Source: an optimization exercise on an open RTL-to-GDS flow (aim: small area and a short achievable clock period). Production flows keep margins and buffers that such runs may drop. Function was not checked in any run shown here: the RTL went through the layout flow alone. No activity file was given, so power comes from the tool's default toggle rates.

`flow/run.sh`:
```
#!/bin/bash
# The standard layout, with two changes to how it is made:
#  - the smallest plain buffer (buf_1) as the port buffer on every input and output;
#  - repair_timing aims for 15.7 ns of setup slack (the clock and constraints are unchanged).
set -euo pipefail
bash standard.sh finish "BUFFER_PORTS_ARGS=-buffer_cell sky130_fd_sc_hd__buf_1" SETUP_SLACK_MARGIN=15.7 > standard_flow.log 2>&1
```
`standard.sh`:
```
#!/bin/bash
# synth_recipe.tcl (not shown) runs the flow's synth.tcl, then flattens the netlist and writes it again
# the make line also repeats each setting of config.mk as NAME=value (left out here)
make -C /OpenROAD-flow-scripts/flow DESIGN_CONFIG=/design/flow/config.mk WORK_HOME=/design/flow/orfs CLKGATE_MAP_FILE= SYNTH_SCRIPT=/design/flow/synth_recipe.tcl "${@:-finish}"
```
`config.mk`:
```
export PLATFORM = sky130hd
export DESIGN_NAME = IEEE754_AdderSubtract
export DESIGN_NICKNAME = IEEE754_AdderSubtract
export VERILOG_FILES = /design/flow/design.v
export SDC_FILE = /design/flow/constraint.sdc
export NUM_CORES = 4
export LEC_CHECK = 0
export ABC_AREA = 1
export CAP_MARGIN = 20
export CORE_MARGIN = 2
export CORE_UTILIZATION = 60
export CTS_BUF_LIST = sky130_fd_sc_hd__clkbuf_8
export GPL_TIMING_DRIVEN = 0
export SLEW_MARGIN = 20
```
`constraint.sdc`:
```
create_clock -name core_clock -period 22.0 [get_ports {clock}]
set_input_delay 4.4000 -clock core_clock [delete_from_list [all_inputs] [get_ports {clock}]]
set_output_delay 4.4000 -clock core_clock [all_outputs]
set_load 0.01 [all_outputs]
```
`design.v`:
```
module IEEE754_AdderSubtract
(
	input clock,
	input resetn,
	input [31:0] a,
	input [31:0] b,
	output [31:0] y
);
	wire [7:0]  ea = a[30:23];
	wire [7:0]  eb = b[30:23];
	wire [7:0]  d;                               
	wire        ge;                              
	bk_add #(8) u_dba (eb, ~ea, 1'b1, d, ge);
	wire [3:0]  dt  = {1'b0, ea[7:5]} - {1'b0, eb[7:5]};
	wire        big = (dt == 4'd1)  ? (ea[4:0] >= eb[4:0]) :
	                  (dt == 4'hf)  ? (eb[4:0] >= ea[4:0]) : (dt != 4'd0);
	reg         v1, sa1, sb1, ge1, big1;
	reg  [7:0]  eg1;
	reg  [4:0]  d1;
	reg  [22:0] ma1, mb1;
	always @(posedge clock) begin
		v1   <= resetn;
		sa1  <= a[31];
		sb1  <= b[31];
		ge1  <= ge;
		eg1  <= ge ? eb : ea;
		big1 <= big;
		d1   <= d[4:0];
		ma1  <= a[22:0];
		mb1  <= b[22:0];
	end
	wire        sg1  = ge1 ? sb1 : sa1;
	wire        sub1 = sa1 ^ sb1;
	wire [22:0] mg = ge1 ? mb1 : ma1;
	wire [23:0] mw = ge1 ? {1'b1, ma1} : {2'b01, mb1[22:1]};
	wire [4:0]  she = big1 ? {4'b1011, ge1} : (d1 ^ {5{~ge1}});
	wire [23:0] sm = mw >> she;
	wire [24:0] A = {2'b01, mg};
	wire [24:0] B = {1'b0, sm} ^ {25{sub1}};
	wire [24:0] p = A ^ B;
	wire [24:0] gc;                              
	wire [24:0] pc;                              
	wire        co;
	bk_prefix #(25, 16) u_pre (A & B, p, gc, pc, co);
	wire        neg = sub1 & ~co;
	wire [24:0] r = p ^ (gc | (pc & {25{co}})) ^ {25{neg}};
	wire        s = sg1 ^ neg;
	wire [4:0]  c;                               
	wire        nz;                              
	lzc32 u_lzc ({r, 7'b0}, c, nz);
	wire [24:0] n1 = c[4] ? {r[8:0], 16'b0} : r;
	wire [24:0] n2 = c[3] ? {n1[16:0], 8'b0} : n1;
	wire [24:0] n3 = c[2] ? {n2[20:0], 4'b0} : n2;
	wire [24:0] n4 = c[0] ? {n3[23:0], 1'b0} : n3;
	wire [4:0]  lz = {c[4:2], c[1] & nz, c[0]};
	wire [7:0]  egp;
	wire [5:0]  et, etd;                         
	bk_add #(8) u_inc (eg1, 8'd0, 1'b1, egp, );
	bk_add #(6) u_et  (egp[7:2], {3'b111, ~lz[4:2]}, 1'b1, et, );
	bk_add #(6) u_etd (egp[7:2], {3'b111, ~lz[4:2]}, 1'b0, etd, );
	reg         s2, k2;
	reg  [5:0]  et2, etd2;
	reg  [1:0]  el2, lz2;
	reg  [23:0] n42;
	always @(posedge clock)
		k2 <= c[1];                              
	always @(posedge clock) begin
		if (!resetn || !v1) begin
			s2   <= 1'b0;
			et2  <= 6'd0;
			etd2 <= 6'd0;
			el2  <= 2'd0;
			lz2  <= 2'd0;
			n42  <= 24'd0;
		end else begin
			s2   <= s;
			et2  <= et;
			etd2 <= etd;
			el2  <= egp[1:0];
			lz2  <= lz[1:0];
			n42  <= n4[23:0];
		end
	end
	wire [23:0] n5 = k2 ? {n42[21:0], 2'b0} : n42;
	wire [2:0]  elo = {1'b0, el2} - {1'b0, lz2};   
	assign y = {s2, elo[2] ? etd2 : et2, elo[1:0], n5[23:1]};
endmodule
module bk_prefix #(parameter N = 8, parameter TOPD = 4)
(
	input  [N-1:0] g,
	input  [N-1:0] p,
	output [N-1:0] gc,
	output [N-1:0] pc,
	output         co
);
	reg [N-1:0] G, P, Gn, Pn;
	integer i, d;
	always @(*) begin
		G = g;
		P = p;
		for (d = 1; d < N; d = d * 2) begin
			Gn = G; Pn = P;
			for (i = 2*d-1; i < N; i = i + 2*d) begin
				Gn[i] = G[i] | (P[i] & G[i-d]);
				Pn[i] = P[i] & P[i-d];
			end
			G = Gn; P = Pn;
		end
		for (d = TOPD; d >= 1; d = d / 2) begin
			Gn = G; Pn = P;
			for (i = 3*d-1; i < N; i = i + 2*d) begin
				Gn[i] = G[i] | (P[i] & G[i-d]);
				Pn[i] = P[i] & P[i-d];
			end
			G = Gn; P = Pn;
		end
	end
	assign gc = {G[N-2:0], 1'b0};
	assign pc = {P[N-2:0], 1'b1};
	assign co = G[N-1];
endmodule
module bk_add #(parameter N = 8, parameter TOPD = 4)
(
	input  [N-1:0] x,
	input  [N-1:0] y,
	input          ci,
	output [N-1:0] s,
	output         co
);
	wire [N-1:0] p = x ^ y;
	wire [N-1:0] gc, pc;
	wire         c;
	bk_prefix #(N, TOPD) u_pre (x & y, p, gc, pc, c);
	assign s  = p ^ (gc | (pc & {N{ci}}));
	assign co = c | (&p & ci);
endmodule
module lzc32
(
	input  [31:0] x,
	output [4:0]  c,
	output        v
);
	wire [3:0] ch, cl;
	wire       vh, vl;
	lzc16 u_h (x[31:16], ch, vh);
	lzc16 u_l (x[15:0],  cl, vl);
	assign v = vh | vl;
	assign c = vh ? {1'b0, ch} : {1'b1, cl};
endmodule
module lzc16
(
	input  [15:0] x,
	output [3:0]  c,
	output        v
);
	wire [2:0] ch, cl;
	wire       vh, vl;
	lzc8 u_h (x[15:8], ch, vh);
	lzc8 u_l (x[7:0],  cl, vl);
	assign v = vh | vl;
	assign c = vh ? {1'b0, ch} : {1'b1, cl};
endmodule
module lzc8
(
	input  [7:0] x,
	output [2:0] c,
	output       v
);
	wire [1:0] ch, cl;
	wire       vh, vl;
	lzc4 u_h (x[7:4], ch, vh);
	lzc4 u_l (x[3:0], cl, vl);
	assign v = vh | vl;
	assign c = vh ? {1'b0, ch} : {1'b1, cl};
endmodule
module lzc4
(
	input  [3:0] x,
	output [1:0] c,
	output       v
);
	assign v = |x;
	assign c[1] = ~(x[3] | x[2]);
	assign c[0] = ~(x[3] | (~x[2] & x[1]));
endmodule
```
==> impl_metrics.json, run 1 <==
{
  "fin_setup_tns_ns": 0,
  "wl_mm": 25.72,
  "reg2reg_depth": 41,
  "ys_warn_count": 4,
  "layout.nets": 1676,
  "synthToLayoutAreaGrowth_pct": 23.78,
  "rsz0062_at_grt": "false",
  "skew_ns": 0.01641,
  "irDropWorstVdd_mv": 0.06363,
  "grt_use_total_pct": 32.23,
  "start_kind": "register",
  "critPathMaxStageDelay_ns": 0.34,
  "slew_headroom_pct": 58.06,
  "place_hpwl_mm": 19.00,
  "numPortBuffers": 97,
  "ff2ff_setup_slack_ns": 15.84,
  "core_sq_um": 13830,
  "gp_congestion": 1.020,
  "dieArea_sq_um": 15110,
  "grt_pass1_vias": 7934,
  "via_per_inst": 5.454,
  "synth-seq-cells": 106,
  "path_buf_inv": 3,
  "crit_family": "adder cells",
  "stdcell_count": 1746,
  "synth_ff_type": "dfxtp_1",
  "antenna_found_initial": 0,
  "ctsLongestPathBuffers": 2,
  "final_area_sq_um": 10510,
  "cts_buffers": 9,
  "crit_path_end": "y[27]",
  "clock-sinks": 106,
  "insertion_delay_ns": 0.40,
  "ys_seq_area_share_pct": 25.00,
  "max_freq_ghz": 0.1604,
  "dr.first_iter.drc_count": 871,
  "final_max_slew_viol_count": 0,
  "cp_slowest_cell": "fa_2",
  "postRouteAntennaNets": 0,
  "r2r_end": "et2[3]$_SDFF_PP0_",
  "grt-busiest-layer": "met2",
  "power_density_nw_per_um2": 97.67,
  "grt_max_degree": 19,
  "overflow": 0,
  "power_mw": 1.026,
  "synthCells": 1386,
  "grtUsageMet2_pct": 51.83,
  "cts_hold_buf": 0,
  "timing.final.crit_share_pct": 28.34,
  "wl_per_cell_um": 14.73,
  "avgSynthCellArea_sq_um": 6.124,
  "pre_cts_ws_ns": 14.34,
  "setup_viol": 0,
  "ctsRootBufferMaster": "clkbuf_8",
  "status": "no timing/DRC/antenna violations",
  "worst_slew_pin_slew_ns": 0.6132,
  "crit_cells": 6,
  "worstSetupPathType": "reg2out",
  "crit_fanout": 6,
  "syn_area_sq_um": 8488,
  "synth_area_leader_cell": "dfxtp_1",
  "cts_max_level": 3,
  "leakage_nw": 5.288,
  "io_pins": 98,
  "synth_commonest_cells": "468 x nand2_1, 175 x inv_1, 138 x o21ai_0",
  "drtPass1Iterations": 7,
  "cts_tree": "built",
  "hold_depth": 1,
  "drive_above_1_share_pct": 19.03,
  "vias": 9523,
  "final-hold-violation-count": 0,
  "drc_errors": 0,
  "finalCriticalPeriod_ns": 6.234,
  "met1_usage_pct": 43.53,
  "synth_top_area_share_pct": 25.00,
  "synthArstFlopShare_pct": 0,
  "crit_start": "el2[0]$_SDFF_PP0_",
  "ys_top_cells_by_area": "dfxtp_1 25%, nand2_1 21%, o21ai_0 8.1%, inv_1 7.7%, ha_1 6.6%",
  "fp.dieH_um": 122.9,
  "synth_most_common_cell": "nand2_1",
  "cp.required_ns": 17.60,
  "synth_edf_count": 0,
  "die-width_um": 122.9,
  "grt_first_pass_wirelength_mm": 38.01,
  "antenna_cells": 0,
  "start_util_pct": 61.39,
  "met3_usage_pct": 6.596,
  "r2r-start": "ge1$_DFF_P_",
  "dp.cells": 1663,
  "arrival_ns": 1.83,
  "rows": 43,
  "crit_chain": "inv_1 -> ha_2 -> fa_2 -> buf_8 -> mux2_4 -> buf_6",
  "maxCapViolations": 0,
  "syn-num-nets": 1501,
  "clkSlewWorstSetupHoldPaths_ns": 0.10,
  "fin_ws_ns": 15.77,
  "ys_types": 52,
  "endpoint_kind": "output port",
  "hp-class": "reg2reg",
  "place_area_sq_um": 9077
}
worst register-to-register path: cells and delay by family, from the launching register on:
kind,cells,cell delay [ns]
AO/OA/AOI/OAI,6,0.93
XOR/XNOR,2,0.42
adder cells (fa/ha/maj),4,1.23
buffers and inverters,9,1.14
flip-flops,1,0.38
AND/OR/NAND/NOR,20,2.00
placed cells by master, fill, tap and decap left out, types with 15 or more instances in the layout:
cell type | synthesis | layout
inv_1 | 175 | 170
nand2_2 | 9 | 42
nand2_1 | 468 | 430
xor2_1 | 34 | 33
a21oi_1 | 49 | 43
nand3_1 | 90 | 85
o21ai_2 | 1 | 28
buf_4 | 8 | 65
dfxtp_1 | 106 | 104
o21ai_0 | 138 | 84
nor2_2 | 11 | 15
o21ai_1 | 6 | 30
nor2_1 | 91 | 76
buf_1 | 5 | 98
ha_1 | 45 | 41
cells by family after synthesis:
logic type | after synthesis | share of synthesized area, %
mux | 12 | 1.533
flops | 106 | 25.00
buf+inv | 240 | 11.73
xor+xnor | 39 | 4.113
compound gates | 235 | 15.14
fa+ha+maj | 49 | 7.577
simple gates | 705 | 34.91
layer usage:
layer	wire length [um]	part of all wire [%]	up-vias
li1	-	-	4760
met5	0	0	-
met3	1949	7.6	76
met1	11420	44	4246
met2	11550	45	441
met4	799	3.1	0
metrics by stage:
| step | utilization (%) | hold slack [ns] |
|---|---|---|
| global route | 75.98 | 0.4835 |
| global placement | 65.65 | 0.4096 |
| detailed placement | 65.65 | 0.4100 |
| floorplan | - | 0.3992 |
| finish | 75.98 | 0.4832 |
| CTS | 69.55 | 0.4718 |
worst min path at each step:
stage                              start           endpoint
final                     eg1[0]$_DFF_P_  el2[0]$_SDFF_PP0_
after global routing      eg1[0]$_DFF_P_  el2[0]$_SDFF_PP0_
after CTS                 eg1[0]$_DFF_P_  el2[0]$_SDFF_PP0_
after detailed placement  eg1[0]$_DFF_P_  el2[0]$_SDFF_PP0_
after global placement    eg1[0]$_DFF_P_  el2[0]$_SDFF_PP0_
after floorplan           eg1[0]$_DFF_P_  el2[0]$_SDFF_PP0_
state kept, by name, indices dropped and copies added (netlist names):
signal / flops
lz2: 2
mb1: 23
eg1: 8
ge1: 1
k2: 1
ma1: 23
big1: 1
el2: 2
d1: 5
et2: 6
etd2: 6
n42: 24
sa1: 1
s2: 1
sb1: 1
v1: 1
power by group:
group,leakage [nW],total [mW],switching (mW),internal (mW)
logic,4.30,0.679,0.428,0.252
registers,0.885,0.231,0.0115,0.220
clock network,0.0978,0.115,0.0698,0.0455
cell type report:
class | instances | area (sq um)
multi-input combinational | 1040 | 5872
fill | 1137 | 3321
sequential | 106 | 2130
timing repair buffer | 164 | 945.9
inverter | 181 | 681.9
buffer | 59 | 469.2
tap | 180 | 225.2
clock buffer | 10 | 137.6
clock inverter | 6 | 45.04
timing repair:
action	CTS	global route
setup endpoints to repair	45	40
cloned	2	3
hold endpoints to repair	0	0
buffers inserted	19	43
gates resized for setup	83	200
pin swaps	21	64
==> run 2: changes to the inputs <==
==> flow/run.sh (replaced) <==
#!/bin/bash
# The standard layout, with two changes to how it is made:
#  - the smallest plain buffer (buf_1) as the port buffer on every input and output;
#  - repair_timing aims for 15.9 ns of setup slack (the clock and constraints are unchanged).
set -euo pipefail
bash standard.sh finish "BUFFER_PORTS_ARGS=-buffer_cell sky130_fd_sc_hd__buf_1" SETUP_SLACK_MARGIN=15.9 > standard_flow.log 2>&1
==> run 2 against run 1 <==
Against the previous run:
- still clean
- synthesized cell count unchanged
- setup slack better by 0.0011 ns
- clock skew down 0.0020 ns
- total power up 2.7%
- fmax about the same
- die area unchanged
- non-clock buffer count up 3
- combinational power up 3.5%
- clock power up 3%
- critical path type unchanged
==> impl_metrics.json, run 2 <==
{
  "leakage_nw": 5.406,
  "cts_tree": "built",
  "cp.required_ns": 17.60,
  "max_freq_ghz": 0.1604,
  "postRouteAntennaNets": 0,
  "core_sq_um": 13830,
  "cts_max_level": 3,
  "met2_length_mm": 12.18,
  "dr_wl_met3_mm": 2.072,
  "post-route-util_pct": 77.78,
  "synth_edf_count": 0,
  "synthToLayoutAreaGrowth_pct": 26.71,
  "worstSetupPathType": "reg2out",
  "syn_area_sq_um": 8488,
  "multi_input_area_sq_um": 6036,
  "crit_fanout": 6,
  "power_mw": 1.054,
  "clkSlewWorstSetupHoldPaths_ns": 0.10,
  "irDropWorstVdd_mv": 0.06492,
  "wl_mm": 26.61,
  "ctsRootBufferMaster": "clkbuf_8",
  "insertion_delay_ns": 0.39,
  "endpoint_kind": "output port",
  "largest_registers": "n42 (24), ma1 (23), mb1 (23)",
  "vias": 9755,
  "final_cell_mix": "427 x nand2_1, 168 x inv_1, 103 x dfxtp_1, 94 x buf_1, 82 x o21ai_0",
  "status": "no timing/DRC/antenna violations",
  "place_hpwl_mm": 18.85,
  "start_util_pct": 61.39,
  "ctsLongestPathBuffers": 2,
  "final-hold-violation-count": 0,
  "mostFrequentLayoutCell": "nand2_1",
  "power_density_nw_per_um2": 97.98,
  "fin_hold_ws_ns": 0.4600,
  "layout.nets": 1679,
  "synth_most_common_cell": "nand2_1",
  "gp_congestion": 1.047,
  "worst_slew_pin_slew_ns": 0.6162,
  "hp-class": "reg2reg",
  "grt_use_total_pct": 33.07,
  "wl_met1_mm": 11.36,
  "dr.max_layer_used": "met4",
  "antenna_found_initial": 0,
  "ys_top_cells_by_area": "dfxtp_1 25%, nand2_1 21%, o21ai_0 8.1%, inv_1 7.7%, ha_1 6.6%",
  "ys_warn_count": 4,
  "antenna_cells": 0,
  "grt_max_degree": 18,
  "timing.final.crit_share_pct": 28.33,
  "final_max_slew_viol_count": 0,
  "arrival_ns": 1.83,
  "layout.area.seq_sq_um": 2131,
  "top_register": "n42",
  "finalCriticalPeriod_ns": 6.233,
  "ys_types": 52,
  "fp.dieH_um": 122.9,
  "stdcell_count": 1749,
  "syn-num-nets": 1501,
  "dieArea_sq_um": 15110,
  "synthCells": 1386,
  "fin_setup_tns_ns": 0,
  "via_per_inst": 5.577,
  "nFillCells": 1118,
  "avgSynthCellArea_sq_um": 6.124,
  "grt_pass1_vias": 8368,
  "dp.cells": 1663,
  "setup_viol": 0,
  "overflow": 0,
  "rows": 43,
  "clock-sinks": 106,
  "io_pins": 98,
  "maxCapViolations": 0,
  "slew_headroom_pct": 58.92,
  "synth-seq-cells": 106,
  "numPortBuffers": 97,
  "synth_ff_type": "dfxtp_1",
  "start_kind": "register",
  "dr.first_iter.drc_count": 1064,
  "die-width_um": 122.9,
  "cts_buffers": 9,
  "grt_first_pass_wirelength_mm": 39.37,
  "synth_area_leader_cell": "dfxtp_1",
  "largest_reg_flops": 24,
  "drc_errors": 0,
  "synth_top_area_share_pct": 25.00,
  "rsz0062_at_grt": "true",
  "skew_ns": 0.01438,
  "ys_seq_area_share_pct": 25.00,
  "drtPass1Iterations": 6,
  "wl_per_cell_um": 15.21,
  "synth_commonest_cells": "468 x nand2_1, 175 x inv_1, 138 x o21ai_0",
  "drive_above_1_share_pct": 20.65,
  "synthArstFlopShare_pct": 0
}
## run 2: cells by family (layout without fill, tap and decap cells)
logic type,Yosys count,in the layout,synth area share [%]
muxes,12,12,1.533
xor gates and xnor gates,39,39,4.113
buffers and inverters,240,423,11.73
DFF,106,106,25.00
AOI/OAI and AO/OA,235,235,15.14
and+or+nand+nor,705,705,34.91
adders and majority gates,49,49,7.577
## run 2: path summary, 6_finish.rpt
check,startpoint,to,slack [ns],depth (start not counted)
hold reg to reg,eg1[0]$_DFF_P_,el2[0]$_SDFF_PP0_,0.46,1
setup reg to reg,ge1$_DFF_P_,et2[3]$_SDFF_PP0_,15.84,40
setup / recovery,el2[0]$_SDFF_PP0_,y[29],15.77,6
hold / removal,eg1[0]$_DFF_P_,el2[0]$_SDFF_PP0_,0.46,1
## run 2: power by group
part	leakage (nW)	internal, mW	switching [mW]	total (mW)
clock	0.0992	0.0513	0.0678	0.119
combinational	4.42	0.262	0.441	0.703
sequential	0.886	0.220	0.0117	0.232
## run 2: final cells by class
class | instances | area share (%)
inverters | 181 | 6.340
clock inverters | 4 | 0.3141
multi-input cells | 1040 | 56.12
plain buffers | 59 | 4.386
repair buffers | 167 | 9.400
well taps | 180 | 2.094
flip-flops and latches | 106 | 19.81
clock buffers | 12 | 1.536
## run 2: routing by layer
metal  global-route usage, %  up-vias
met3                   5.627       86
met1                   44.04     4423
li1                        -     4762
met5                       0        -
met2                   54.35      484
met4                   10.92        0
## run 2: critical path, stage by stage, from the launching register on
cell     delay [ns]
dfxtp_2        0.34
inv_2          0.04
ha_4           0.15
fa_2           0.34
buf_8          0.15
mux2_4         0.30
buf_6          0.12
## run 2: through the flow
| step | worst slack, ns | instance area, sq um |
|---|---|---|
| after global placement | 14.36 | 9089 |
| after CTS | 15.75 | 9821 |
| after floorplan | 15.91 | 8499 |
| after detailed placement | 14.26 | 9089 |
| after global routing | 15.46 | 10760 |
| final | 15.77 | 10760 |
## run 2: what timing repair did
action                                  4_1_cts  5_1_grt
pin swaps                                    28       71
endpoints found under the setup margin       63       68
hold buffers                                  0        0
setup buffers                                25       41
gates resized for setup                     112      212
cloned                                        2        2
==> run 3: changes to the inputs <==
--- a/design.v
+++ b/design.v
@@ -12,8 +12,6 @@
 	wire        ge;                              
 	bk_add #(8) u_dba (eb, ~ea, 1'b1, d, ge);
-	wire [3:0]  dt  = {1'b0, ea[7:5]} - {1'b0, eb[7:5]};
-	wire        big = (dt == 4'd1)  ? (ea[4:0] >= eb[4:0]) :
-	                  (dt == 4'hf)  ? (eb[4:0] >= ea[4:0]) : (dt != 4'd0);
-	reg         v1, sa1, sb1, ge1, big1;
+	wire        big = ge ? (|d[7:5]) : (~&d[7:5] | (d == 8'he0));
+	reg         v1, sg1, sub1, ge1, big1;
 	reg  [7:0]  eg1;
 	reg  [4:0]  d1;
@@ -21,6 +19,6 @@
 	always @(posedge clock) begin
 		v1   <= resetn;
-		sa1  <= a[31];
-		sb1  <= b[31];
+		sg1  <= ge ? b[31] : a[31];
+		sub1 <= a[31] ^ b[31];
 		ge1  <= ge;
 		eg1  <= ge ? eb : ea;
@@ -30,6 +28,4 @@
 		mb1  <= b[22:0];
 	end
-	wire        sg1  = ge1 ? sb1 : sa1;
-	wire        sub1 = sa1 ^ sb1;
 	wire [22:0] mg = ge1 ? mb1 : ma1;
 	wire [23:0] mw = ge1 ? {1'b1, ma1} : {2'b01, mb1[22:1]};
@@ -55,11 +51,12 @@
 	wire [4:0]  lz = {c[4:2], c[1] & nz, c[0]};
 	wire [7:0]  egp;
-	wire [5:0]  et, etd;                         
+	wire [2:0]  ehd;
+	wire [4:0]  elo;
+	wire        nb;                              
 	bk_add #(8) u_inc (eg1, 8'd0, 1'b1, egp, );
-	bk_add #(6) u_et  (egp[7:2], {3'b111, ~lz[4:2]}, 1'b1, et, );
-	bk_add #(6) u_etd (egp[7:2], {3'b111, ~lz[4:2]}, 1'b0, etd, );
+	bk_add #(3, 2) u_dec (egp[7:5], 3'b111, 1'b0, ehd, );
+	bk_add #(5) u_exp (egp[4:0], ~lz, 1'b1, elo, nb);
 	reg         s2, k2;
-	reg  [5:0]  et2, etd2;
-	reg  [1:0]  el2, lz2;
+	reg  [7:0]  e2;
 	reg  [23:0] n42;
 	always @(posedge clock)
@@ -67,22 +64,15 @@
 	always @(posedge clock) begin
 		if (!resetn || !v1) begin
-			s2   <= 1'b0;
-			et2  <= 6'd0;
-			etd2 <= 6'd0;
-			el2  <= 2'd0;
-			lz2  <= 2'd0;
-			n42  <= 24'd0;
+			s2  <= 1'b0;
+			e2  <= 8'd0;
+			n42 <= 24'd0;
 		end else begin
-			s2   <= s;
-			et2  <= et;
-			etd2 <= etd;
-			el2  <= egp[1:0];
-			lz2  <= lz[1:0];
-			n42  <= n4[23:0];
+			s2  <= s;
+			e2  <= {nb ? egp[7:5] : ehd, elo};
+			n42 <= n4[23:0];
 		end
 	end
 	wire [23:0] n5 = k2 ? {n42[21:0], 2'b0} : n42;
-	wire [2:0]  elo = {1'b0, el2} - {1'b0, lz2};   
-	assign y = {s2, elo[2] ? etd2 : et2, elo[1:0], n5[23:1]};
+	assign y = {s2, e2, n5[23:1]};
 endmodule
 module bk_prefix #(parameter N = 8, parameter TOPD = 4)
==> flow/run.sh (replaced) <==
#!/bin/bash
# The standard layout, with two changes to how it is made:
#  - the smallest plain buffer (buf_1) as the port buffer on every input and output;
#  - repair_timing aims for 15.3 ns of setup slack (the clock and constraints are unchanged).
set -euo pipefail
bash standard.sh finish "BUFFER_PORTS_ARGS=-buffer_cell sky130_fd_sc_hd__buf_1" SETUP_SLACK_MARGIN=15.3 > standard_flow.log 2>&1
==> run 3 against run 2 <==
Against the previous run:
- hold slack improved by 0.053 ns
- sequential share of layout area decreased by 1.5 points
- flip-flop and latch count decreased by 8
- global-route usage increased by 0.77 points
==> impl_metrics.json, run 3 <==
{
  "status": "no timing/DRC/antenna violations",
  "drtPass1Iterations": 10,
  "dr.first_iter.drc_count": 1274,
  "crit_start": "ge1$_DFF_P_",
  "setup_viol": 0,
  "slew_headroom_pct": 55.21,
  "max_freq_ghz": 0.1481,
  "numPortBuffers": 97,
  "reg2reg_depth": 49,
  "ctsRootBufferMaster": "clkbuf_8",
  "seqPwrFrac_pct": 17.2,
  "r2r-start": "ge1$_DFF_P_",
  "synthCells": 1345,
  "start_kind": "register",
  "insertion_delay_ns": 0.39,
  "p_int_mw": 0.5946,
  "ys_types": 46,
  "p_sw_mw": 0.6575,
  "cts_buffers": 9,
  "clock-sinks": 98,
  "clkSlewWorstSetupHoldPaths_ns": 0.10,
  "synthToLayoutAreaGrowth_pct": 32.61,
  "place_hpwl_mm": 18.28,
  "maxCapViolations": 0,
  "io_pins": 98,
  "rows": 42,
  "clkPwrFrac_pct": 9.7,
  "ys_top_cells_by_area": "dfxtp_1 24%, nand2_1 19%, o21ai_0 9.1%, inv_1 7.3%, ha_1 6.7%",
  "largest_reg_flops": 24,
  "postRouteAntennaNets": 0,
  "critPathMaxStageDelay_ns": 0.43,
  "antenna_found_initial": 0,
  "synth_area_leader_cell": "dfxtp_1",
  "ys_seq_area_share_pct": 24.26,
  "synth_top_area_share_pct": 24.26,
  "ctsLongestPathBuffers": 2,
  "rsz0062_at_grt": "true",
  "vias": 9988,
  "wl_per_cell_um": 16.38,
  "avgSynthCellArea_sq_um": 6.011,
  "irDropWorstVdd_mv": 0.05621,
  "cp.required_ns": 22.33,
  "hp-class": "reg2reg",
  "syn-num-nets": 1454,
  "fp.dieH_um": 120.1,
  "crit_fanout": 10,
  "r2r_end": "e2[7]$_SDFF_PP0_",
  "synth-seq-cells": 98,
  "top_register": "n42",
  "synth_ff_type": "dfxtp_1",
  "cts_tree": "built",
  "gp_congestion": 0.9824,
  "dieArea_sq_um": 14420,
  "skew_ns": 0.01390,
  "drive_above_1_share_pct": 23.75,
  "largest_registers": "n42 (24), ma1 (23), mb1 (23)",
  "finalCriticalPeriod_ns": 6.752,
  "cp_common_cell": "nand2_1",
  "switching_share_pct": 52.51,
  "ff2ff_setup_slack_ns": 15.25,
  "leakage_nw": 5.209,
  "combinationalPowerShare_pct": 73.2,
  "final_cell_mix": "366 x nand2_1, 143 x inv_1, 101 x nor2_1, 100 x buf_1, 95 x dfxtp_1",
  "crit_path_end": "e2[7]$_SDFF_PP0_",
  "layout.nets": 1649,
  "ys_warn_count": 5,
  "drc_errors": 0,
  "syn_area_sq_um": 8085,
  "power_density_nw_per_um2": 116.8,
  "worst_slew_pin_slew_ns": 0.6719,
  "synth_edf_count": 0,
  "cp_slowest_cell": "dfxtp_4",
  "grt_use_total_pct": 33.84,
  "start_util_pct": 61.30,
  "core_sq_um": 13190,
  "grt_max_degree": 19,
  "via_per_inst": 5.804,
  "grt_first_pass_wirelength_mm": 39.30,
  "synthArstFlopShare_pct": 0,
  "grt_pass1_vias": 8430,
  "die-width_um": 120.1,
  "cts_max_level": 3,
  "endpoint_kind": "register",
  "synth_most_common_cell": "nand2_1",
  "antenna_cells": 0,
  "nFillCells": 953,
  "wl_mm": 28.19,
  "synth_commonest_cells": "418 x nand2_1, 158 x inv_1, 147 x o21ai_0",
  "power_mw": 1.252,
  "mostFrequentLayoutCell": "nand2_1",
  "fin_setup_tns_ns": 0,
  "worstSetupPathType": "reg2reg",
  "final-hold-violation-count": 0,
  "arrival_ns": 7.08,
  "timing.final.crit_share_pct": 30.69,
  "overflow": 0,
  "final_max_slew_viol_count": 0
}
-- run 3: changes by cell type in the layout (fill, tap and decap cells not counted), moves of 7 or more --
cell      previous run  this run
buf_4               69        82
clkbuf_1            10        18
clkbuf_2            15         7
dfxtp_1            103        95
ha_1                40        32
inv_1              168       143
inv_2               11        21
nand2_1            427       366
nand2_2             37        50
nand3_1             79        86
nor2_1              77       101
nor2_4              12        20
o21ai_2             24        36
-- run 3: how the worst min path moves through the flow --
stage | cells past startpoint | from | slack [ns] | end
2_1_floorplan | 2 | sg1$_DFF_P_ | 0.46 | s2$_SDFF_PP0_
3_3_place_gp | 2 | sg1$_DFF_P_ | 0.49 | s2$_SDFF_PP0_
3_5_place_dp | 2 | sg1$_DFF_P_ | 0.49 | s2$_SDFF_PP0_
6_report | 2 | sg1$_DFF_P_ | 0.51 | s2$_SDFF_PP0_
4_1_cts | 2 | sg1$_DFF_P_ | 0.52 | s2$_SDFF_PP0_
5_1_grt | 2 | sg1$_DFF_P_ | 0.57 | s2$_SDFF_PP0_
-- run 3: logic make-up (layout without fill, tap and decap cells) --
logic type | count (synthesis) | in the layout | share of synthesized area, %
xor gates and xnor gates | 43 | 43 | 5.076
DFF | 98 | 98 | 24.26
buffers and inverters | 226 | 426 | 11.53
adders and majority gates | 43 | 43 | 6.654
and+or+nand+nor | 699 | 699 | 36.71
muxes | 2 | 2 | 0.2631
AOI/OAI and AO/OA | 234 | 234 | 15.51
-- run 3: power by group through the flow --
stage | combinational, mW | clock (mW) | sequential (mW)
final | 0.916 | 0.121 | 0.215
after detailed placement | 0.642 | 0 | 0.218
after global placement | 0.636 | 0 | 0.217
after floorplan | 0.488 | 0 | 0.216
after CTS | 0.707 | 0.124 | 0.214
after global routing | 0.990 | 0.131 | 0.217
-- run 3: critical path: cells and delay by family (launching register included) --
family | cells | cell delay, ns
xor gates and xnor gates | 2 | 0.44
buffers and inverters | 10 | 1.08
AOI/OAI and AO/OA | 6 | 0.97
and+or+nand+nor | 29 | 3.17
adders and majority gates | 2 | 0.57
DFF | 1 | 0.43
-- run 3: final cells by class --
| cell class | instances | area, sq um | share of cell area (%) |
|---|---|---|---|
| flip-flops and latches | 98 | 1968 | 18.36 |
| repair buffers | 183 | 1116 | 10.41 |
| clock inverters | 7 | 85.08 | 0.7936 |
| clock buffers | 9 | 123.9 | 1.155 |
| well taps | 176 | 220.2 | 2.054 |
| plain buffers | 57 | 427.9 | 3.991 |
| inverters | 169 | 645.6 | 6.022 |
| multi-input cells | 1021 | 6128 | 57.16 |
| repair inverters | 1 | 6.256 | 0.05835 |
-- run 3: stage by stage --
stage               utilization [%]  hold WS, ns  cell area (sq um)  setup slack [ns]  std cells
global route                  81.28       0.5686              10720             14.92       1721
finish                        81.28       0.5128              10720             15.25       1721
CTS                           72.02       0.5213               9499             15.29       1670
detailed placement            65.74       0.4927               8671             13.51       1618
floorplan                         -       0.4576               8087             15.32       1345
global placement              65.74       0.4928               8671             13.64       1618
-- run 3: per-layer routing --
metal	global-route usage (%)	vias to the layer above	share of wire [%]
li1	-	4690	-
met1	43.81	4473	40
met2	56.29	632	46
met3	5.086	193	8.5
met4	13.75	0	5.8
met5	0	-	0
-- run 3: timing repair --
item,in CTS,in global routing
resized for setup,128,257
gates cloned,2,4
hold endpoints to repair,0,0
hold buffers,0,0
endpoints found under the setup margin,10,13
setup buffers,34,47
pin swaps,33,93
==> run 4: changes to the inputs <==
--- a/design.v
+++ b/design.v
@@ -9,11 +9,12 @@
 	wire [7:0]  ea = a[30:23];
 	wire [7:0]  eb = b[30:23];
-	wire [7:0]  d;                               
+	wire [7:0]  dba, dab;
 	wire        ge;                              
-	bk_add #(8) u_dba (eb, ~ea, 1'b1, d, ge);
-	wire        big = ge ? (|d[7:5]) : (~&d[7:5] | (d == 8'he0));
+	bk_add #(8) u_dba (eb, ~ea, 1'b1, dba, ge);
+	bk_add #(8) u_dab (ea, ~eb, 1'b1, dab, );
+	wire [7:0]  sh = ge ? dba : dab;
 	reg         v1, sg1, sub1, ge1, big1;
 	reg  [7:0]  eg1;
-	reg  [4:0]  d1;
+	reg  [4:0]  sh1;
 	reg  [22:0] ma1, mb1;
 	always @(posedge clock) begin
@@ -23,13 +24,13 @@
 		ge1  <= ge;
 		eg1  <= ge ? eb : ea;
-		big1 <= big;
-		d1   <= d[4:0];
+		big1 <= |sh[7:5];
+		sh1  <= sh[4:0];
 		ma1  <= a[22:0];
 		mb1  <= b[22:0];
 	end
 	wire [22:0] mg = ge1 ? mb1 : ma1;
-	wire [23:0] mw = ge1 ? {1'b1, ma1} : {2'b01, mb1[22:1]};
-	wire [4:0]  she = big1 ? {4'b1011, ge1} : (d1 ^ {5{~ge1}});
-	wire [23:0] sm = mw >> she;
+	wire [22:0] mw = ge1 ? ma1 : mb1;
+	wire [4:0]  she = big1 ? 5'd23 : sh1;
+	wire [23:0] sm = {1'b1, mw} >> she;
 	wire [24:0] A = {2'b01, mg};
 	wire [24:0] B = {1'b0, sm} ^ {25{sub1}};
==> run 4 against run 3 <==
Against the previous run:
- still clean
- utilization decreased by 5.5 points
- clock skew is 0.012 ns higher
- clock-buffer cell count grew 1
- synthesized area up 3.5%
- cell area down 2.6%
- synthesized cell count rose by 3.8%
- sequential share of layout area is 0.50 points higher
- first-iteration DRC count fell by 21%
- critical path depth up 5
- flip-flop and latch count unchanged
- combinational power fell by 21%
- critical endpoint unchanged
- largest power group unchanged
==> impl_metrics.json, run 4 <==
{
  "cts_buffers": 9,
  "postRouteAntennaNets": 0,
  "start_util_pct": 60.76,
  "hp-class": "reg2reg",
  "overflow": 0,
  "path_buf_inv": 12,
  "grt_pass1_vias": 8098,
  "endpoint_kind": "register",
  "drc_errors": 0,
  "gp_congestion": 0.9727,
  "fp.dieH_um": 122.1,
  "setup_viol": 0,
  "rsz0062_at_grt": "false",
  "rows": 43,
  "synthArstFlopShare_pct": 0,
  "crit_family": "simple AND/OR/NAND/NOR gates",
  "synth_edf_count": 0,
  "arrival_ns": 7.02,
  "leakage_nw": 5.298,
  "layout.nets": 1698,
  "dr.max_layer_used": "met4",
  "cp_common_cell": "nand2_1",
  "place_hpwl_mm": 18.61,
  "top_register": "n42",
  "critPathMaxStageDelay_ns": 0.39,
  "synth_most_common_cell": "nand2_1",
  "start_kind": "register",
  "cts_tree": "built",
  "syn-num-nets": 1512,
  "ys_types": 46,
  "mostFrequentLayoutCell": "nand2_1",
  "cp.required_ns": 22.32,
  "ctsLongestPathBuffers": 2,
  "vias": 9678,
  "crit_start": "big1$_DFF_P_",
  "avgSynthCellArea_sq_um": 5.994,
  "nFillCells": 1145,
  "syn_area_sq_um": 8368,
  "core_sq_um": 13770,
  "wl_met1_mm": 10.75,
  "clkSlewWorstSetupHoldPaths_ns": 0.10,
  "pre_cts_ws_ns": 14.14,
  "antenna_cells": 0,
  "fin_setup_tns_ns": 0,
  "dr.first_iter.drc_count": 1007,
  "skew_ns": 0.02551,
  "fin_ws_ns": 15.30,
  "synth_commonest_cells": "504 x nand2_1, 147 x inv_1, 122 x o21ai_0",
  "die-width_um": 122.1,
  "antenna_found_initial": 0,
  "reg2reg_depth": 54,
  "insertion_delay_ns": 0.39,
  "drtPass1Iterations": 8,
  "r2r-start": "big1$_DFF_P_",
  "cp_slowest_cell": "dfxtp_4",
  "r2r_end": "e2[7]$_SDFF_PP0_",
  "power_density_nw_per_um2": 101.2,
  "status": "no timing/DRC/antenna violations",
  "worst_slew_pin_slew_ns": 0.6664,
  "synth_area_leader_cell": "dfxtp_1",
  "crit_cells": 54,
  "cts_hold_buf": 0,
  "ff2ff_setup_slack_ns": 15.30,
  "drive_above_1_share_pct": 19.80,
  "finalCriticalPeriod_ns": 6.704,
  "stdcell_count": 1766,
  "worstSetupPathType": "reg2reg",
  "grt_max_degree": 18,
  "synthCells": 1396,
  "timing.final.crit_share_pct": 30.47,
  "ys_warn_count": 5,
  "ys_top_cells_by_area": "dfxtp_1 23%, nand2_1 23%, o21ai_0 7.3%, ha_1 7.2%, inv_1 6.6%",
  "maxCapViolations": 0,
  "final_max_slew_viol_count": 0,
  "synthToLayoutAreaGrowth_pct": 24.75,
  "dp.cells": 1673,
  "power_mw": 1.057,
  "largest_registers": "n42 (24), ma1 (23), mb1 (23)",
  "met2_length_mm": 11.82,
  "ys_seq_area_share_pct": 23.44,
  "final_cell_mix": "457 x nand2_1, 140 x inv_1, 100 x buf_1, 97 x nor2_1, 95 x dfxtp_1",
  "grt_use_total_pct": 31.55,
  "largest_reg_flops": 24,
  "max_freq_ghz": 0.1492,
  "final-hold-violation-count": 0,
  "synth_top_area_share_pct": 23.44,
  "via_per_inst": 5.480,
  "irDropWorstVdd_mv": 0.05207,
  "io_pins": 98,
  "dr_wl_met3_mm": 1.891,
  "wl_per_cell_um": 14.42,
  "numPortBuffers": 97,
  "slew_headroom_pct": 55.41,
  "crit_fanout": 8,
  "cts_max_level": 3,
  "wl_mm": 25.47,
  "grt_first_pass_wirelength_mm": 37.49,
  "synth-seq-cells": 98,
  "clock-sinks": 98,
  "dieArea_sq_um": 14910,
  "crit_path_end": "e2[7]$_SDFF_PP0_",
  "synth_ff_type": "dfxtp_1",
  "ctsRootBufferMaster": "clkbuf_8"
}
-- run 4: cell count changes after synthesis, moves of 11 or more --
cell and delta:
nand2_1 +86, inv_1 -11, nand4_1 +12, o21ai_0 -25
-- run 4: where the power goes --
group          switching, mW  total [mW]  leakage, nW  internal [mW]
combinational          0.458       0.727         4.39          0.269
sequential            0.0147       0.221        0.819          0.206
clock                 0.0642       0.110       0.0917         0.0455
-- run 4: cells by family after synthesis --
kind of cell	synth area share (%)
xor gates and xnor gates	4.605
DFF	23.44
muxes	0.8672
adders and majority gates	7.656
and+or+nand+nor	40.76
buffers and inverters	10.54
AOI/OAI and AO/OA	12.13
-- run 4: tightest hold or removal path, delay by kind of cell, from the launching register on --
kind | cells | cell delay [ns]
XOR/XNOR | 1 | 0.07
AND/OR/NAND/NOR | 1 | 0.08
flip-flops | 1 | 0.34
-- run 4: how the worst min path moves through the flow --
stage                            from            end  cells past startpoint
after floorplan           sg1$_DFF_P_  s2$_SDFF_PP0_                      2
after global placement    sg1$_DFF_P_  s2$_SDFF_PP0_                      2
after detailed placement  sg1$_DFF_P_  s2$_SDFF_PP0_                      2
after CTS                 sg1$_DFF_P_  s2$_SDFF_PP0_                      2
after global routing      sg1$_DFF_P_  s2$_SDFF_PP0_                      2
final                     sg1$_DFF_P_  s2$_SDFF_PP0_                      2
-- run 4: what timing repair did --
| action | 4_1_cts | 5_1_grt |
|---|---|---|
| buffers inserted | 14 | 60 |
| pin swaps | 10 | 74 |
| resized for setup | 70 | 187 |
| endpoints found under the setup margin | 8 | 17 |
| gates cloned | 2 | 2 |
-- run 4: final cells by class --
class                   instances  area [sq um]  area share [%]
clock buffers                  10         137.6           1.318
well taps                     180         225.2           2.157
plain buffers                  56         381.6           3.656
flip-flops and latches         98          1968           18.85
inverters                     158         605.6           5.801
multi-input cells            1086          6080           58.24
clock inverters                 5         45.04          0.4315
repair buffers                173         996.0           9.541
-- run 4: per-layer routing --
layer  up-vias  global-route usage (%)
li1       4811                       -
met5         -                       0
met1      4328                   41.52
met4         0                   11.06
met3        97                   6.086
met2       442                   51.61
-- run 4: stage by stage --
step	utilization [%]	hold WS [ns]	instance area, sq um
after CTS	68.38	0.5073	9418
after global routing	75.79	0.5618	10440
after global placement	65.05	0.4681	8960
after detailed placement	65.05	0.4819	8960
final	75.79	0.5239	10440
after floorplan	-	0.4576	8371
==> run 5: changes to the inputs <==
==> design.v (replaced) <==
module IEEE754_AdderSubtract
(
	input clock,
	input resetn,
	input [31:0] a,
	input [31:0] b,
	output [31:0] y
);
	wire [7:0]  ea = a[30:23];
	wire [7:0]  eb = b[30:23];
	wire [7:0]  d;                               
	wire        ge;                              
	bk_add #(8) u_dba (eb, ~ea, 1'b1, d, ge);
	wire        big = ge ? (|d[7:5]) : (~&d[7:5] | (d == 8'he0));
	reg         v1, sg1, sub1, ge1, big1;
	reg  [7:0]  eg1;
	reg  [4:0]  d1;
	reg  [22:0] ma1, mb1;
	always @(posedge clock) begin
		v1   <= resetn;
		sg1  <= ge ? b[31] : a[31];
		sub1 <= a[31] ^ b[31];
		ge1  <= ge;
		eg1  <= ge ? eb : ea;
		big1 <= big;
		d1   <= d[4:0];
		ma1  <= a[22:0];
		mb1  <= b[22:0];
	end
	wire [22:0] mg = ge1 ? mb1 : ma1;
	wire [23:0] mw = ge1 ? {1'b1, ma1} : {2'b01, mb1[22:1]};
	wire [4:0]  she = big1 ? {4'b1011, ge1} : (d1 ^ {5{~ge1}});
	wire [23:0] sm = mw >> she;
	wire [24:0] A = {2'b01, mg};
	wire [24:0] B = {1'b0, sm} ^ {25{sub1}};
	wire [24:0] p = A ^ B;
	wire [24:0] gc;                              
	wire [24:0] pc;                              
	wire        co;
	bk_prefix #(25, 16) u_pre (A & B, p, gc, pc, co);
	wire        neg = sub1 & ~co;
	wire [24:0] r = p ^ (gc | (pc & {25{co}})) ^ {25{neg}};
	wire        s = sg1 ^ neg;
	wire        z4 = ~|r[24:9];
	wire [24:0] n1 = z4 ? {r[8:0], 16'b0} : r;
	wire        z3 = ~|n1[24:17];
	wire [24:0] n2 = z3 ? {n1[16:0], 8'b0} : n1;
	wire        z2 = ~|n2[24:21];
	wire [24:0] n3 = z2 ? {n2[20:0], 4'b0} : n2;
	wire        z1 = ~|n3[24:23];
	wire [24:0] n4 = z1 ? {n3[22:0], 2'b0} : n3;
	wire        z0 = ~n4[24];
	wire        nz = |n3[24:21];                 
	wire [7:0]  egp;
	bk_add #(8) u_inc (eg1, 8'd0, 1'b1, egp, );
	reg         s2;
	reg  [7:0]  egp2;
	reg  [4:0]  lz2;
	reg  [23:0] n42;
	always @(posedge clock) begin
		if (!resetn || !v1) begin
			s2   <= 1'b0;
			egp2 <= 8'd0;
			lz2  <= 5'd0;
			n42  <= 24'd0;
		end else begin
			s2   <= s;
			egp2 <= egp;
			lz2  <= {z4, z3, z2, z1 & nz, z0};   
			n42  <= n4[23:0];
		end
	end
	wire [23:0] n5 = lz2[0] ? {n42[22:0], 1'b0} : n42;
	wire [2:0]  ehd;
	wire [4:0]  elo;
	wire        nb;                              
	bk_add #(3, 2) u_dec (egp2[7:5], 3'b111, 1'b0, ehd, );
	bk_add #(5) u_exp (egp2[4:0], ~lz2, 1'b1, elo, nb);
	assign y = {s2, nb ? egp2[7:5] : ehd, elo, n5[23:1]};
endmodule
module bk_prefix #(parameter N = 8, parameter TOPD = 4)
(
	input  [N-1:0] g,
	input  [N-1:0] p,
	output [N-1:0] gc,
	output [N-1:0] pc,
	output         co
);
	reg [N-1:0] G, P, Gn, Pn;
	integer i, d;
	always @(*) begin
		G = g;
		P = p;
		for (d = 1; d < N; d = d * 2) begin
			Gn = G; Pn = P;
			for (i = 2*d-1; i < N; i = i + 2*d) begin
				Gn[i] = G[i] | (P[i] & G[i-d]);
				Pn[i] = P[i] & P[i-d];
			end
			G = Gn; P = Pn;
		end
		for (d = TOPD; d >= 1; d = d / 2) begin
			Gn = G; Pn = P;
			for (i = 3*d-1; i < N; i = i + 2*d) begin
				Gn[i] = G[i] | (P[i] & G[i-d]);
				Pn[i] = P[i] & P[i-d];
			end
			G = Gn; P = Pn;
		end
	end
	assign gc = {G[N-2:0], 1'b0};
	assign pc = {P[N-2:0], 1'b1};
	assign co = G[N-1];
endmodule
module bk_add #(parameter N = 8, parameter TOPD = 4)
(
	input  [N-1:0] x,
	input  [N-1:0] y,
	input          ci,
	output [N-1:0] s,
	output         co
);
	wire [N-1:0] p = x ^ y;
	wire [N-1:0] gc, pc;
	wire         c;
	bk_prefix #(N, TOPD) u_pre (x & y, p, gc, pc, c);
	assign s  = p ^ (gc | (pc & {N{ci}}));
	assign co = c | (&p & ci);
endmodule
==> run 5 against run 4 <==
Against the previous run:
- still clean on timing, DRC and antenna
- via count is 14% lower
- first-iteration DRC count is 37% lower
- register-to-register slack better by 0.39 ns
- critical path type is now reg2out
- largest cell class unchanged
- largest power group unchanged
==> impl_metrics.json, run 5 <==
{
  "multi_input_area_sq_um": 5125,
  "irDropWorstVdd_mv": 0.07000,
  "drc_errors": 0,
  "drive_above_1_share_pct": 9.866,
  "crit_chain": "buf_4 -> ha_1 -> nand2_1 -> nand2_2 -> a21oi_2 -> o21bai_1 -> nand2_1 -> inv_1 -> nor2_2 -> xor2_1 -> buf_1",
  "ctsRootBufferMaster": "clkbuf_8",
  "start_kind": "register",
  "setup_viol": 0,
  "cts_tree": "built",
  "die-width_um": 119.7,
  "final_max_slew_viol_count": 0,
  "largest_registers": "n42 (24), ma1 (23), mb1 (23)",
  "max_freq_ghz": 0.1527,
  "crit_family": "flip-flops",
  "hp-class": "reg2reg",
  "synth_commonest_cells": "365 x nand2_1, 172 x inv_1, 164 x o21ai_0",
  "cp_slowest_cell": "dfxtp_4",
  "postRouteAntennaNets": 0,
  "cts_hold_buf": 0,
  "rows": 42,
  "crit_fanout": 6,
  "insertion_delay_ns": 0.38,
  "dr.first_iter.drc_count": 636,
  "syn_area_sq_um": 8031,
  "arrival_ns": 2.15,
  "ys_warn_count": 5,
  "gp_congestion": 0.9948,
  "ys_types": 44,
  "worstSetupPathType": "reg2out",
  "path_buf_inv": 3,
  "synthCells": 1287,
  "skew_ns": 0.01211,
  "cp.required_ns": 17.60,
  "clkSlewWorstSetupHoldPaths_ns": 0.10,
  "syn-num-nets": 1396,
  "core_sq_um": 13140,
  "drtPass1Iterations": 5,
  "status": "no timing/DRC/antenna violations",
  "critPathMaxStageDelay_ns": 0.36,
  "largest_reg_flops": 24,
  "io_pins": 98,
  "maxCapViolations": 0,
  "layout.area.seq_sq_um": 2048,
  "final_cell_mix": "362 x nand2_1, 172 x inv_1, 138 x o21ai_0, 99 x buf_1, 99 x dfxtp_1",
  "synth_top_area_share_pct": 25.42,
  "leakage_nw": 4.593,
  "layout.nets": 1523,
  "antenna_cells": 0,
  "clock-sinks": 102,
  "endpoint_kind": "output port",
  "dieArea_sq_um": 14330,
  "numPortBuffers": 97,
  "rsz0062_at_grt": "false",
  "synth_ff_type": "dfxtp_1",
  "synth_most_common_cell": "nand2_1",
  "power_density_nw_per_um2": 107.5,
  "nFillCells": 1230,
  "ff2ff_setup_slack_ns": 15.69,
  "grt_use_total_pct": 30.16,
  "start_util_pct": 61.13,
  "ctsLongestPathBuffers": 2,
  "final-hold-violation-count": 0,
  "synthToLayoutAreaGrowth_pct": 13.63,
  "fin_setup_tns_ns": 0,
  "place_hpwl_mm": 17.20,
  "cts_max_level": 3,
  "via_per_inst": 5.218,
  "worst_slew_pin_slew_ns": 0.6844,
  "grt_max_degree": 18,
  "antenna_found_initial": 0,
  "synth_area_leader_cell": "dfxtp_1",
  "timing.final.crit_share_pct": 29.77,
  "overflow": 0,
  "synthArstFlopShare_pct": 0,
  "synth_edf_count": 0,
  "slew_headroom_pct": 54.37,
  "pre_cts_ws_ns": 14.70,
  "mostFrequentLayoutCell": "nand2_1",
  "cts_buffers": 9,
  "fp.dieH_um": 119.7,
  "grt_pass1_vias": 7397,
  "fin_ws_ns": 15.45,
  "reg2reg_depth": 45,
  "cp_common_cell": "nand2_1",
  "vias": 8323,
  "grt_first_pass_wirelength_mm": 34.94,
  "ys_seq_area_share_pct": 25.42,
  "wl_mm": 21.53,
  "wl_per_cell_um": 13.50,
  "synth-seq-cells": 102,
  "crit_cells": 11,
  "ys_top_cells_by_area": "dfxtp_1 25%, nand2_1 17%, o21ai_0 10%, inv_1 8.0%, ha_1 6.7%",
  "avgSynthCellArea_sq_um": 6.240,
  "top_register": "n42",
  "finalCriticalPeriod_ns": 6.549,
  "hold_depth": 1
}
run 5: changes by cell type after synthesis, moves of 16 or more:
cell     previous run  this run
inv_1             147       172
nand2_1           504       365
nor2_1            119        93
o21ai_0           122       164
nand3_1            99        62
nand4_1            23         7
run 5: area by class of cell:
cell class	instances	area share [%]
Buffer	57	3.743
Clock buffer	9	1.357
Clock inverter	7	0.8089
Inverter	181	7.499
Multi-Input combinational cell	947	56.16
Sequential cell	102	22.44
Tap cell	176	2.413
Timing Repair Buffer	116	5.580
run 5: what timing repair did:
action	CTS	global route
buffers inserted	3	16
pin swaps	1	17
setup endpoints to repair	31	30
resized for setup	26	77
run 5: through the flow:
step           hold slack (ns)  util, %  area (sq um)  total power, mW  std cells
2_1_floorplan           0.3992        -          8031           0.6723       1287
3_3_place_gp            0.4114    65.58          8616           0.8090       1560
3_5_place_dp            0.4161    65.58          8616           0.8147       1560
4_1_cts                 0.4290    67.82          8910           0.9442       1579
5_1_grt                 0.4574    69.47          9126            1.073       1595
6_report                0.4297    69.47          9126           0.9814       1595
run 5: routing by layer:
metal	vias up	part of all wire, %	GRT usage, %	wire (um)
met5	-	0	0	0
met4	0	2.2	10.15	479
met2	301	45	48.89	9653
met3	41	5.7	3.517	1230
met1	3654	47	41.73	10160
li1	4327	-	-	-
run 5: logic make-up after synthesis:
group	share of synthesized area (%)
flops	25.42
mux	0.7634
fa+ha+maj	6.699
buf+inv	12.17
simple gates	31.98
compound gates	16.86
xor+xnor	6.107
run 5: final timing paths:
kind / from / end
worst min register to register: eg1[0]$_DFF_P_ / egp2[0]$_SDFF_PP0_
worst max register to register: d1[0]$_DFF_P_ / n42[6]$_SDFF_PP0_
worst max-delay path: lz2[0]$_SDFF_PP0_ / y[28]
worst min-delay path: eg1[0]$_DFF_P_ / egp2[0]$_SDFF_PP0_
run 5: power breakdown:
part,leakage [nW],switching [mW],internal (mW)
sequential,0.852,0.0118,0.209
clock,0.104,0.0655,0.0531
combinational,3.64,0.414,0.227
total,4.59,0.492,0.490
==> run 6: changes to the inputs <==
==> flow/run.sh (replaced) <==
#!/bin/bash
# The standard layout, with two changes to how it is made:
#  - the smallest plain buffer (buf_1) as the port buffer on every input and output;
#  - repair_timing aims for 15.0 ns of setup slack (the clock and constraints are unchanged).
set -euo pipefail
bash standard.sh finish "BUFFER_PORTS_ARGS=-buffer_cell sky130_fd_sc_hd__buf_1" SETUP_SLACK_MARGIN=15.0 > standard_flow.log 2>&1
==> run 6 against run 5 <==
Against the previous run:
- still clean on timing, DRC and antenna
- setup slack worse by 0.27 ns
- clock skew about the same
- via count down 0.97%
- die area did not move
- routed wire length decreased by 2.0%
- critical path depth rose by 2
- combinational power shrank 3.4%
- fmax fell by 4.0%
- utilization is 1.3 points lower
- highest routed layer unchanged
==> impl_metrics.json, run 6 <==
{
  "skew_ns": 0.01179,
  "maxCapViolations": 0,
  "cts_max_level": 3,
  "io_pins": 98,
  "start_util_pct": 61.13,
  "seqPwrFrac_pct": 23.1,
  "setup_viol": 0,
  "layout.nets": 1510,
  "leakage_nw": 4.515,
  "start_kind": "register",
  "antenna_found_initial": 0,
  "synth_edf_count": 0,
  "synthArstFlopShare_pct": 0,
  "wl_mm": 21.11,
  "ctsRootBufferMaster": "clkbuf_8",
  "endpoint_kind": "output port",
  "clock-sinks": 102,
  "hold_start": "eg1[0]$_DFF_P_",
  "rows": 42,
  "final_cell_mix": "365 x nand2_1, 174 x inv_1, 151 x o21ai_0, 101 x buf_1, 99 x dfxtp_1",
  "synth_area_leader_cell": "dfxtp_1",
  "largest_reg_flops": 24,
  "nFillCells": 1274,
  "drive_above_1_share_pct": 7.966,
  "crit_fanout": 10,
  "finalCriticalPeriod_ns": 6.819,
  "synth_ff_type": "dfxtp_1",
  "dieArea_sq_um": 14330,
  "dr.first_iter.drc_count": 608,
  "ctsLongestPathBuffers": 2,
  "fin_setup_tns_ns": 0,
  "final-hold-violation-count": 0,
  "p_int_mw": 0.4761,
  "place_hpwl_mm": 17.20,
  "overflow": 0,
  "ys_types": 44,
  "ys_warn_count": 5,
  "switching_share_pct": 50.34,
  "clkPwrFrac_pct": 12.3,
  "slew_headroom_pct": 54.57,
  "mostFrequentLayoutCell": "nand2_1",
  "power_density_nw_per_um2": 107.0,
  "die-width_um": 119.7,
  "hp-class": "reg2reg",
  "p_sw_mw": 0.4826,
  "pre_cts_ws_ns": 14.70,
  "synth_commonest_cells": "365 x nand2_1, 172 x inv_1, 164 x o21ai_0",
  "combinationalPowerShare_pct": 64.6,
  "crit_start": "lz2[0]$_SDFF_PP0_",
  "synthCells": 1287,
  "top_register": "n42",
  "gp_congestion": 0.9948,
  "rsz0062_at_grt": "false",
  "syn-num-nets": 1396,
  "clkSlewWorstSetupHoldPaths_ns": 0.10,
  "post-route-util_pct": 68.19,
  "cp.required_ns": 17.60,
  "ys_seq_area_share_pct": 25.42,
  "status": "no timing/DRC/antenna violations",
  "grt_use_total_pct": 29.89,
  "cts_buffers": 9,
  "worstSetupPathType": "reg2out",
  "arrival_ns": 2.42,
  "synth_top_area_share_pct": 25.42,
  "ys_top_cells_by_area": "dfxtp_1 25%, nand2_1 17%, o21ai_0 10%, inv_1 8.0%, ha_1 6.7%",
  "synth-seq-cells": 102,
  "avgSynthCellArea_sq_um": 6.240,
  "final_max_slew_viol_count": 0,
  "fin_ws_ns": 15.18,
  "synthToLayoutAreaGrowth_pct": 11.54,
  "via_per_inst": 5.210,
  "drc_errors": 0,
  "r2r-start": "ge1$_DFF_P_",
  "stdcell_count": 1582,
  "fp.dieH_um": 119.7,
  "max_freq_ghz": 0.1466,
  "syn_area_sq_um": 8031,
  "numPortBuffers": 97,
  "vias": 8242,
  "antenna_cells": 0,
  "dp.cells": 1560,
  "wl_per_cell_um": 13.34,
  "worst_slew_pin_slew_ns": 0.6814,
  "cts_hold_buf": 0,
  "insertion_delay_ns": 0.38,
  "timing.final.crit_share_pct": 31.00,
  "grt_max_degree": 18,
  "grt_first_pass_wirelength_mm": 34.64,
  "cts_tree": "built",
  "grt_pass1_vias": 7323,
  "largest_registers": "n42 (24), ma1 (23), mb1 (23)",
  "synth_most_common_cell": "nand2_1",
  "core_sq_um": 13140,
  "postRouteAntennaNets": 0,
  "irDropWorstVdd_mv": 0.06523,
  "drtPass1Iterations": 5
}
==> run 6: changes by cell type in the layout (fill, tap and decap cells not counted), moves of 3 or more <==
| cell | change |
|---|---|
| nand2_2 | -3 |
| a21oi_1 | +3 |
| o21ai_1 | -12 |
| buf_4 | -16 |
| a21oi_2 | -3 |
| nand2_1 | +3 |
| buf_2 | -3 |
| clkbuf_2 | +5 |
| o21ai_0 | +13 |
==> run 6: repair_timing <==
action                     CTS  global route
pin swaps                    0             3
hold endpoints to repair     0             0
gates resized for setup      6            56
setup endpoints to repair   29            31
setup buffers                0             6
==> run 6: layout make-up <==
type | count | area (sq um) | share of cell area, %
inverters | 181 | 681.9 | 7.612
repair buffers | 103 | 409.1 | 4.567
plain buffers | 57 | 320.3 | 3.575
well taps | 176 | 220.2 | 2.458
clock buffers | 9 | 123.9 | 1.383
flip-flops and latches | 102 | 2048 | 22.86
multi-input cells | 947 | 5081 | 56.72
clock inverters | 7 | 73.82 | 0.8240
==> run 6: worst max-delay path, stage by stage, from the launching register on <==
cell      delay, ns
dfxtp_4        0.39
inv_1          0.09
clkbuf_4       0.20
ha_1           0.19
a21oi_1        0.14
nand2_1        0.10
a21oi_2        0.16
o21bai_1       0.10
nand2_1        0.06
inv_1          0.05
nor2_1         0.14
inv_1          0.10
o21ai_0        0.15
buf_1          0.16
==> run 6: per-layer routing <==
| metal | wire length (um) | track usage [%] |
|---|---|---|
| met5 | 0 | 0 |
| met4 | 429 | 9.926 |
| met3 | 1185 | 3.517 |
| met2 | 9528 | 48.14 |
| met1 | 9965 | 41.67 |
==> run 6: final timing paths <==
kind	end	slack, ns	depth (start not counted)
worst min register to register	egp2[0]$_SDFF_PP0_	0.43	1
worst max register to register	n42[13]$_SDFF_PP0_	15.45	42
worst min-delay path	egp2[0]$_SDFF_PP0_	0.43	1
worst max-delay path	y[29]	15.18	13
==> run 6: kinds of logic (layout without fill, tap and decap cells) <==
group,count (synthesis),count (layout),share of synthesized area (%)
AO/OA/AOI/OAI,252,252,16.86
XOR/XNOR,56,56,6.107
adder cells (fa/ha/maj),43,43,6.699
buffers and inverters,238,357,12.17
flip-flops,102,102,25.42
multiplexers,6,6,0.7634
AND/OR/NAND/NOR,590,590,31.98
==> run 6: power by group through the flow <==
stage / Sequential, mW / Combinational (mW) / Clock [mW]
floorplan: 0.221 / 0.451 / 0
global placement: 0.224 / 0.585 / 0
detailed placement: 0.225 / 0.590 / 0
CTS: 0.220 / 0.594 / 0.122
global route: 0.224 / 0.699 / 0.128
finish: 0.221 / 0.620 / 0.118
==> run 6: through the flow <==
step	area, sq um	total power [mW]	hold slack (ns)
2_1_floorplan	8031	0.6723	0.3992
3_3_place_gp	8616	0.8090	0.4114
3_5_place_dp	8616	0.8147	0.4161
4_1_cts	8823	0.9368	0.4290
5_1_grt	8959	1.051	0.4574
6_report	8959	0.9587	0.4264

==> re-timing with driven ports <==
The results above use ideal ports. As a check the final layouts listed here were re-extracted and re-timed, cells and wires unchanged. Step 1: set_driving_cell puts a clkbuf_16 on clock and a buf_2 on each other input, an assumption about the parent block. Step 2 times the ports against the registers' clock, not the clock port: input delays grow and output delays shrink by t, the midpoint of the rising clock arrivals with the driver on. a / b / c = ideal / step 1 / step 2; a / b = the first two.
run | t (ns) | slack for setup (ns) | worst setup path after step 2
run 1 | 0.433 | 15.766 / 15.724 / 15.533 | input to register
run 2 | 0.420 | 15.767 / 15.730 / 15.607 | input to register
run 3 | 0.423 | 15.248 / 15.248 / 15.111 | input to register
run 4 | 0.417 | 15.296 / 15.296 / 15.116 | input to register
run 5 | 0.418 | 15.451 / 15.412 / 15.128 | input to register
run 6 | 0.412 | 15.181 / 15.142 / 15.100 | input to register
After both steps setup and hold are still met in every run listed. For run 5, which loses most, drivers alone change the setup slack by -0.039 ns; drivers and shift together by -0.323 ns.
